What follows belongs to an exercise in optimizing a design on an open flow for small area and a short achievable clock period; a production flow would make more cautious choices. Function was checked by simulation only, so behaviour that the tests miss may differ from the original.

==> inputs of run C <==
==> flow/design.v <==
package	RVS192_user_parameters;
	parameter	ICACHE_LINE = 128;				 
	parameter	ICACHE_WAY = 2;
	parameter	DCACHE_LINE = 32;				 
	parameter	DCACHE_WAY = 4;
	parameter 	DCACHE_WB_DEPTH = 10;
	parameter	L2_CACHE_LINE = 64;
	parameter 	L2_CACHE_WAY = 8;
	parameter 	L2_CACHE_WB_DEPTH = 16;
	parameter	GSHARE_GPT_INDEX = 5;
	parameter 	LOCAL_LPT_INDEX = 5;
	parameter 	LOCAL_LHT_INDEX = 5;
	parameter 	BTB_INDEX = 3;
	parameter 	BTB_TAG_LENGTH = 30-BTB_INDEX;
endpackage
package	RVS192_package;
	parameter	CACHE_BLOCK_SIZE = 64;
	parameter	GSHARE_HISTORY_LENGTH = 5;
	parameter 	LOCAL_HISTORY_LENGTH = 5;
	parameter 	PC_LENGTH = 32;
	parameter 	INST_LENGTH = 32;	
	parameter	DATA_LENGTH = 32;
	parameter 	CONTROL_LENGTH = 21;
	parameter 	CONTROL_ADDR_LENGTH = 9;
	parameter 	BYTE_OFFSET = 2;
	parameter	WORD_OFFSET = $clog2(CACHE_BLOCK_SIZE/4);
	parameter	MEM_LINE = 2**11;		 
	parameter 	REGISTER_FILE_DEPTH = 32;
endpackage
import RVS192_package::*;
	typedef	enum logic [3:0]	{
		ADD = 4'b0000,
		SUB = 4'b0001,
		LUI = 4'b0010,
		SLL = 4'b0100,
		SRL = 4'b0101,
		SRA = 4'b0110,
		OR = 4'b1000,
		AND = 4'b1001,
		XOR = 4'b1010,
		USC = 4'b1100,
		SC = 4'b1101	
	}	alu_op_type;
	typedef enum logic [1:0]	{
		EQUAL = 2'b00,
		N_EQUAL = 2'b01,
		LT = 2'b10,
		GE = 2'b11
	}	branch_kind_type;
	typedef enum logic [2:0]	{
		B = 3'b000,
		H = 3'b001,
		W = 3'b010,
		BU = 3'b011,
		HU = 3'b100
	}	mem_type;
	typedef enum logic [4:0]	{
		LUI_TYPE = 5'b01101,
		AUIPC_TYPE = 5'b00101,
		JAL_TYPE = 5'b11011,
		JALR_TYPE = 5'b11001,
		B_TYPE = 5'b11000,
		L_TYPE = 5'b00000,
		S_TYPE = 5'b01000,
		I_TYPE = 5'b00100,
		R_TYPE = 5'b01100
	}	op_type;
	typedef struct packed	{
		logic 	[6:0]		imm_op;
		logic 	[4:0]		s2_reg;		
		logic 	[4:0]		s1_reg;
		logic 	[2:0]		op3;
		logic 	[4:0]		des_reg;
		op_type				op5;
		logic 	[1:0]		redundant;
	}	i_extract_type;
	typedef struct packed	{
		logic										wb_sel;
		logic										reg_wen;
	}	control_type_wb;
	typedef struct packed	{
		logic 										cpu_write;
		logic 										cpu_read;	
		mem_type									mem_gen;
		control_type_wb								control_wb;
	}	control_type_mem;
	typedef struct packed	{
		alu_op_type									alu_op;
		logic 										jal;
		logic 										jalr;
		logic 										alu_in1_sel;
		logic 										alu_in2_sel;
		logic 										branch_capture;
		branch_kind_type							branch_kind;
		logic 	[DATA_LENGTH-1:0]					imm_dec;
		control_type_mem							control_mem;
	}	control_type_ex;
		typedef struct packed	{
			logic	[1:0]								GBP_predict;
			logic 	[1:0] 								LBP_predict;
			logic	[1:0]								CPT_predict;
			logic 	[GSHARE_HISTORY_LENGTH-1:0]			GBHR;
			logic 	[LOCAL_HISTORY_LENGTH-1:0]			LBHR;
			logic 										branch_take;
			logic 	[PC_LENGTH-1:0]						target;		 
		}	br_check_type;
		typedef struct packed	{
			logic	[1:0]								GBP_predict_update;
			logic 	[1:0] 								LBP_predict_update;
			logic 	[1:0]								CPT_predict_update;
			logic 	[GSHARE_HISTORY_LENGTH-1:0]			GBHR_old;
			logic 	[LOCAL_HISTORY_LENGTH-1:0]			LBHR_old;	
			logic 										update;
			logic 										wrong;
			logic 										actual;			
		}	br_update_type;
	typedef	struct packed	{
		logic 										update;
		logic 	[INST_LENGTH-1:0]					w1_update;
		logic 	[INST_LENGTH-1:0]					w2_update;
		logic	[ $clog2(CACHE_BLOCK_SIZE/4)-2:0]	addr_update;
	}	cache_update_type;
	typedef struct packed	{
		logic	[PC_LENGTH-1:0]		pc;
		br_check_type 				br_check;
		logic 	[INST_LENGTH-1:0]	inst;
	}	pp_fetch_dec_type;
	typedef struct packed	{
		logic	[PC_LENGTH-1:0]		pc;
		br_check_type 				br_check;	
		logic 	[4:0]				rs1;
		logic 	[4:0]				rs2;	
		logic 	[4:0]				rd;
		logic 	[DATA_LENGTH-1:0]	rs1_out;
		logic 	[DATA_LENGTH-1:0]	rs2_out;
		control_type_ex				control_signals;		
	}	pp_dec_ex_type;
	typedef	struct packed	{
		logic	[4:0]				rd;
		logic 	[DATA_LENGTH-1:0]	alu_out;
		logic 	[DATA_LENGTH-1:0]	rs2_out_fix;
		control_type_mem			control_signals;
	}	pp_ex_mem_type;
	typedef struct packed	{
		logic 	[4:0]				rd;
		logic 	[DATA_LENGTH-1:0]	alu_out;
		logic 	[DATA_LENGTH-1:0]	mem_out;
		control_type_wb				control_signals;
	}	pp_mem_wb_type;
module 	rvs192_core
(
	input 					clk,
							rst_n,
	output	logic	[31:0]	imem_addr,
	input 			[31:0]	imem_rdata,
	input 					imem_stall,
	output	logic	[31:0]	dmem_addr,
							dmem_wdata,
	output	logic	[2:0]	dmem_size,
	output	logic			dmem_read,
							dmem_write,
	input 			[31:0]	dmem_rdata,
	input 					dmem_stall
);
	localparam	[1:0]	S_F = 2'd0, S_E1 = 2'd1, S_M = 2'd2, S_E2 = 2'd3;
	logic	[4:0]	cnt;
	logic	[1:0]	st;
	logic	[31:2]	ir;
	logic	[31:0]	pc, A, D;
	logic			ok, cX, cY, eqf, cond, sgn, rd_f, wr_f;
	logic	[4:0]	shamt;
	logic	[2:0]	sz;
	logic	k0, k31, k2, k7, k15, ge5, ge8, ge16;
	always_ff @(posedge clk or negedge rst_n)
	begin
		if(!rst_n)
		begin
			k0 <= 1'b1;
			{k31, k2, k7, k15, ge5, ge8, ge16} <= '0;
		end
		else
		begin
			k0 <= (cnt == 5'd31);
			k31 <= (cnt == 5'd30);
			k2 <= (cnt == 5'd1);
			k7 <= (cnt == 5'd6);
			k15 <= (cnt == 5'd14);
			ge5 <= (cnt >= 5'd4) && (cnt != 5'd31);
			ge8 <= (cnt >= 5'd7) && (cnt != 5'd31);
			ge16 <= (cnt >= 5'd15) && (cnt != 5'd31);
		end
	end
	wire	inF = (st == S_F);
	wire	inE1 = (st == S_E1);
	wire	inM = (st == S_M);
	wire	inE2 = (st == S_E2);
	wire	[4:0]	op = ir[6:2];
	wire	[2:0]	f3 = ir[14:12];
	wire	isLUI = (op == 5'b01101);
	wire	isAUIPC = (op == 5'b00101);
	wire	isJAL = (op == 5'b11011);
	wire	isJALR = (op == 5'b11001);
	wire	isBR = (op == 5'b11000);
	wire	isLD = (op == 5'b00000);
	wire	isST = (op == 5'b01000);
	wire	isOPI = (op == 5'b00100);
	wire	isOP = (op == 5'b01100);
	wire	isALU = isOP || isOPI;
	wire	isSLT = isALU && (f3[2:1] == 2'b01);
	wire	isSLL = isALU && (f3 == 3'b001);
	wire	isCMP = isBR || isSLT;
	wire	imm32 = (ir[31:20] == 12'h020);		 
	logic	[31:0]	imm;
	always_comb begin
		if(isST)
			imm = {{20{ir[31]}}, ir[31:25], ir[11:7]};
		else if(isBR)
			imm = {{20{ir[31]}}, ir[7], ir[30:25], ir[11:8], 1'b0};
		else if(isLUI || isAUIPC)
			imm = {ir[31:12], 12'b0};
		else if(isJAL)
			imm = {{12{ir[31]}}, ir[19:12], ir[20], ir[30:21], 1'b0};
		else
			imm = {{20{ir[31]}}, ir[31:20]};
	end
	logic	immb;
	always_ff @(posedge clk)
		immb <= imm[cnt + 5'd1];
	logic	[31:0]	q1;
	logic			wbit, rf_we, wbit_d, we_d, rs1b, rs2b;
	assign	q1[0] = 1'b0;
	genvar g;
	generate
		for(g = 1; g < 32; g++)
		begin: rf
			logic	[31:0]	r;
			always_ff @(posedge clk)
				r <= {r[0], (we_d && (ir[11:7] == g)) ? wbit_d : r[31], r[30:1]};
			assign	q1[g] = r[1];
		end
	endgenerate
	always_ff @(posedge clk)
	begin
		rs1b <= q1[ir[19:15]];
		rs2b <= q1[ir[24:20]];
		wbit_d <= wbit;
		we_d <= rf_we;
	end
	wire	abit = (isJAL || isAUIPC) ? pc[0] : rs1b;
	wire	bsrc = (isOP || isBR) ? rs2b : immb;
	wire	bx = bsrc ^ isCMP;
	wire	xcin = k0 ? isCMP : cX;
	wire	xs = abit ^ bx ^ xcin;
	wire	xc = (abit & bx) | (abit & xcin) | (bx & xcin);
	wire	eq_all = eqf && (abit == bsrc);
	wire	lt_u = !xc;
	wire	lt_s = !((!abit & bsrc) | (!abit & xcin) | (bsrc & xcin));
	logic	cmpres;
	always_comb begin
		if(isBR)
			case(f3)
			3'b001:	cmpres = !eq_all;
			3'b100:	cmpres = lt_s;
			3'b101:	cmpres = !lt_s;
			default: cmpres = eq_all;
			endcase
		else if(!f3[0])
			cmpres = lt_s;
		else
			cmpres = (abit && bsrc) ? (!lt_u && !eq_all) : lt_u;
	end
	wire	yb = (inE2 && cond) ? immb : k2;
	wire	ycin = k0 ? 1'b0 : cY;
	wire	ys = pc[0] ^ yb ^ ycin;
	wire	yc = (pc[0] & yb) | (pc[0] & ycin) | (yb & ycin);
	logic	alub;
	always_comb begin
		case(f3)
		3'b100:	alub = abit ^ bsrc;
		3'b110:	alub = abit | bsrc;
		3'b111:	alub = abit & bsrc;
		3'b101:	alub = (isOPI && imm32) ? 1'b0 : xs;
		default: alub = xs;
		endcase
	end
	wire	lim8 = (f3[1:0] == 2'b00) && (isLD || !f3[2]);
	wire	lim16 = (f3[1:0] == 2'b01) && (isLD || !f3[2]);
	wire	sgnd = !(isLD && f3[2]);
	wire	ebit = isLD ? D[0] : rs2b;
	wire	hi = (lim8 && ge8) || (lim16 && ge16);
	wire	extb = hi ? (sgnd && sgn) : ebit;
	logic	[31:0]	drev;
	always_comb begin
		drev[0] = D[0];
		for(int j = 1; j < 32; j++)
			drev[j] = D[32-j];
	end
	wire	sllb = (cnt >= shamt) && !cond && drev[shamt];
	always_comb begin
		rf_we = 1'b0;
		wbit = 1'b0;
		if(inE1)
		begin
			rf_we = isLUI || isAUIPC || isJAL || isJALR || (isALU && !isSLT && !isSLL);
			if(isLUI)
				wbit = immb;
			else if(isAUIPC)
				wbit = xs;
			else if(isJAL || isJALR)
				wbit = ys;
			else
				wbit = alub;
		end
		else if(inE2)
		begin
			rf_we = isLD || isSLT || isSLL;
			if(isLD)
				wbit = extb;
			else if(isSLT)
				wbit = k0 && cond;
			else
				wbit = sllb;
		end
	end
	wire	mdone = k0 ? !dmem_stall : ok;
	wire	mem_next = (inE1 && (isLD || isST)) || (inM && !mdone);
	always_ff @(posedge clk or negedge rst_n)
	begin
		if(!rst_n)
		begin
			cnt <= 5'd0;
			st <= S_F;
			rd_f <= 1'b0;
			wr_f <= 1'b0;
		end
		else
		begin
			cnt <= cnt + 5'd1;
			if(k31)
			begin
				rd_f <= mem_next && isLD;
				wr_f <= mem_next && isST;
				case(st)
				S_F:	st <= ok ? S_E1 : S_F;
				S_E1:	st <= (isLD || isST) ? S_M : ((isBR || isSLT || isSLL) ? S_E2 : S_F);
				S_M:	st <= ok ? (isLD ? S_E2 : S_F) : S_M;
				default: st <= S_F;
				endcase
			end
			else if(k0)
			begin
				rd_f <= 1'b0;
				wr_f <= 1'b0;
			end
		end
	end
	always_ff @(posedge clk)
	begin
		if(k0)
			ok <= inF ? !imem_stall : !dmem_stall;
		if(inF && k0)
			ir <= imem_rdata[31:2];
		cX <= xc;
		cY <= yc;
		eqf <= (k0 || eqf) && (abit == bsrc);
		if(inE1 && isSLL)
			cond <= (!k0 && cond) || (ge5 && bsrc);
		else if(inE1 && k31)
			cond <= cmpres;
		if(inE1 && isSLL && !ge5)
			shamt <= {bsrc, shamt[4:1]};
		if((lim8 && k7) || (lim16 && k15))
			sgn <= ebit;
		if(inM && k0 && isLD)
			D <= {dmem_rdata[0], dmem_rdata[31:1]};
		else
			D <= {inE1 ? (isST ? extb : rs1b) : D[0], D[31:1]};
		if(f3 == 3'b000)
			sz <= 3'd0;
		else if(f3 == 3'b001)
			sz <= 3'd1;
		else if(isLD && f3 == 3'b100)
			sz <= 3'd3;
		else if(isLD && f3 == 3'b101)
			sz <= 3'd4;
		else
			sz <= 3'd2;
	end
	logic	pcn, an;
	always_comb begin
		pcn = inF ? A[0] : pc[0];
		an = A[0];
		if(inE1)
		begin
			pcn = (isJAL || isJALR) ? xs : (isBR ? pc[0] : ys);
			an = (isLD || isST || isJAL || isJALR) ? xs : ys;
		end
		else if(inM)
			an = mdone ? pc[0] : A[0];
		else if(inE2 && isBR)
		begin
			pcn = ys;
			an = ys;
		end
	end
	always_ff @(posedge clk)
	begin
		if(!rst_n)
			A <= 32'h0000_0ffc;
		else
			A <= {an, A[31:1]};
	end
	always_ff @(posedge clk)
		pc <= {pcn, pc[31:1]};
	assign	imem_addr = A;
	assign	dmem_addr = A;
	assign	dmem_wdata = D;
	assign	dmem_size = sz;
	assign	dmem_read = rd_f;
	assign	dmem_write = wr_f;
endmodule
==> flow/flow/run.sh <==
#!/bin/bash
# Standard layout (the standard.sh: standard synthesis, floorplan, power grid,
# placement, CTS, routing) with two changes:
#  - port buffers are buf_2 cells instead of the default delay buffer;
#  - timing repair aims for setup slack of SETUP_MARGIN ns at the design's
#    clock period, so the repair steps work on the paths that set the achieved
#    period (the constraints themselves are unchanged).
set -euo pipefail
SETUP_MARGIN=${SETUP_MARGIN:-8.6}
bash standard.sh "SETUP_SLACK_MARGIN=${SETUP_MARGIN}" \
  "BUFFER_PORTS_ARGS=-buffer_cell sky130_fd_sc_hd__buf_2" \
  finish > make_finish.log 2>&1
==> flow/standard.sh <==
#!/bin/bash
# synth_recipe.tcl (not shown) runs the flow's synth.tcl, then flattens the netlist and writes it again
# the make line also repeats each setting of config.mk as NAME=value (left out here)
make -C /OpenROAD-flow-scripts/flow DESIGN_CONFIG=/design/flow/config.mk WORK_HOME=/design/flow/orfs CLKGATE_MAP_FILE= SYNTH_SCRIPT=/design/flow/synth_recipe.tcl "${@:-finish}"
==> flow/config.mk <==
export PLATFORM = sky130hd
export DESIGN_NAME = rvs192_core
export DESIGN_NICKNAME = rvs192_core
export VERILOG_FILES = /design/flow/design.v
export SDC_FILE = /design/flow/constraint.sdc
export NUM_CORES = 4
export LEC_CHECK = 0
export CAP_MARGIN = 20
export CORE_MARGIN = 2
export CORE_UTILIZATION = 70
export CTS_CLUSTER_DIAMETER = 60
export CTS_CLUSTER_SIZE = 25
export PLACE_DENSITY = 0.8
export SLEW_MARGIN = 20
==> flow/constraint.sdc <==
create_clock -name core_clock -period 12.0 [get_ports {clk}]
set_input_delay 2.4000 -clock core_clock [delete_from_list [all_inputs] [get_ports {clk}]]
set_output_delay 2.4000 -clock core_clock [all_outputs]
set_load 0.01 [all_outputs]
==> run P: changes against run C <==
--- a/flow/design.v
+++ b/flow/design.v
@@ -171,5 +171,5 @@
 	logic	[4:0]	shamt;
 	logic	[2:0]	sz;
-	logic	k0, k31, k2, k7, k15, ge5, ge8, ge16;
+	logic	k0, k31, k2;
 	always_ff @(posedge clk or negedge rst_n)
 	begin
@@ -177,5 +177,5 @@
 		begin
 			k0 <= 1'b1;
-			{k31, k2, k7, k15, ge5, ge8, ge16} <= '0;
+			{k31, k2} <= '0;
 		end
 		else
@@ -184,11 +184,11 @@
 			k31 <= (cnt == 5'd30);
 			k2 <= (cnt == 5'd1);
-			k7 <= (cnt == 5'd6);
-			k15 <= (cnt == 5'd14);
-			ge5 <= (cnt >= 5'd4) && (cnt != 5'd31);
-			ge8 <= (cnt >= 5'd7) && (cnt != 5'd31);
-			ge16 <= (cnt >= 5'd15) && (cnt != 5'd31);
 		end
 	end
+	wire	k7 = (cnt == 5'd7);
+	wire	k15 = (cnt == 5'd15);
+	wire	ge5 = (cnt >= 5'd5);
+	wire	ge8 = cnt[4] || cnt[3];
+	wire	ge16 = cnt[4];
 	wire	inF = (st == S_F);
 	wire	inE1 = (st == S_E1);
==> flow/flow/run.sh (replaced) <==
#!/bin/bash
# Standard layout (the standard.sh: standard synthesis, floorplan, power grid,
# placement, CTS, routing) with these changes:
#  - port buffers are buf_1 cells instead of the default delay buffer;
#  - timing repair aims for setup slack of SETUP_MARGIN ns at the design's
#    clock period, so the repair steps work on the paths that set the achieved
#    period (the constraints themselves are unchanged);
#  - clock tree: clustered sinks, clkbuf_8 sink buffers, no dummy loads.
set -euo pipefail
SETUP_MARGIN=${SETUP_MARGIN:-8.45}
CTS="-sink_clustering_enable -repair_clock_nets -sink_clustering_size 20 -sink_clustering_max_diameter 50"
CTS="$CTS -dont_use_dummy_load -root_buf sky130_fd_sc_hd__clkbuf_16 -sink_clustering_buffer sky130_fd_sc_hd__clkbuf_8"
CTS="$CTS -buf_list {sky130_fd_sc_hd__clkbuf_8 sky130_fd_sc_hd__clkbuf_16}"
bash standard.sh "SETUP_SLACK_MARGIN=${SETUP_MARGIN}" \
  "BUFFER_PORTS_ARGS=-buffer_cell sky130_fd_sc_hd__buf_1" \
  "CTS_ARGS=${CTS}" "RECOVER_POWER=100" \
  finish > make_finish.log 2>&1
==> impl_metrics.tcl <==
set metrics [dict create \
    die_h_um 202.4 \
    maxSlewViolCount 59 \
    place_hpwl_um 28430 \
    failed_checks "max-capacitance violations, max-slew violations" \
    grtUsageMet1_pct 28.60 \
    maxCapViolCount 2 \
    initial_core_util_pct 71.14 \
    layout.nonclk_buf_share_pct 2.411 \
    grtUsageMet2_pct 35.09 \
    outcome "failed layout checks" \
    area_growth_pct 6.942 \
]
the above is filed under run P

==> impl_metrics.tcl <==
set metrics [dict create \
    grtUsageMet1_pct 32.22 \
    outcome "timing/DRC/antenna clean" \
    initial_core_util_pct 71.14 \
    grtUsageMet2_pct 44.43 \
    area_growth_pct 13.59 \
    layout_common_cells "dfxtp_1, buf_6, mux2_2" \
    maxCapViolCount 0 \
    die_h_um 202.7 \
    place_inst 2283 \
    place_hpwl_um 27640 \
    multiInputGateArea_um2 3570 \
    maxSlewViolCount 0 \
    layout.nonclk_buf_share_pct 5.937 \
]
the above is filed under run C

==> port drivers added, routing unchanged <==
The results above use ideal ports. As a check the final layouts listed here were re-extracted and re-timed, cells and wires unchanged.
Step 1: set_driving_cell puts a clkbuf_16 on clk and a buf_2 on each other input, an assumption about the parent block.
Step 2 also shifts input and output timing later by t, the mid clock arrival at the registers, as if the neighbouring blocks saw the same clock.
Slacks: ideal / step 1 / step 2; pairs: ideal / step 1.
| run | shift t [ns] | setup slack, ns | latest minus earliest clock arrival (ns) |
|---|---|---|---|
| run C | 0.680 | 8.418 / 8.360 / 8.334 | 0.019 / 0.019 |
| run P | 0.602 | 8.225 / 8.255 / 7.653 | 0.078 / 0.078 |
For run P, which loses most, drivers alone change the setup slack by +0.030 ns; drivers and shift together by -0.572 ns.
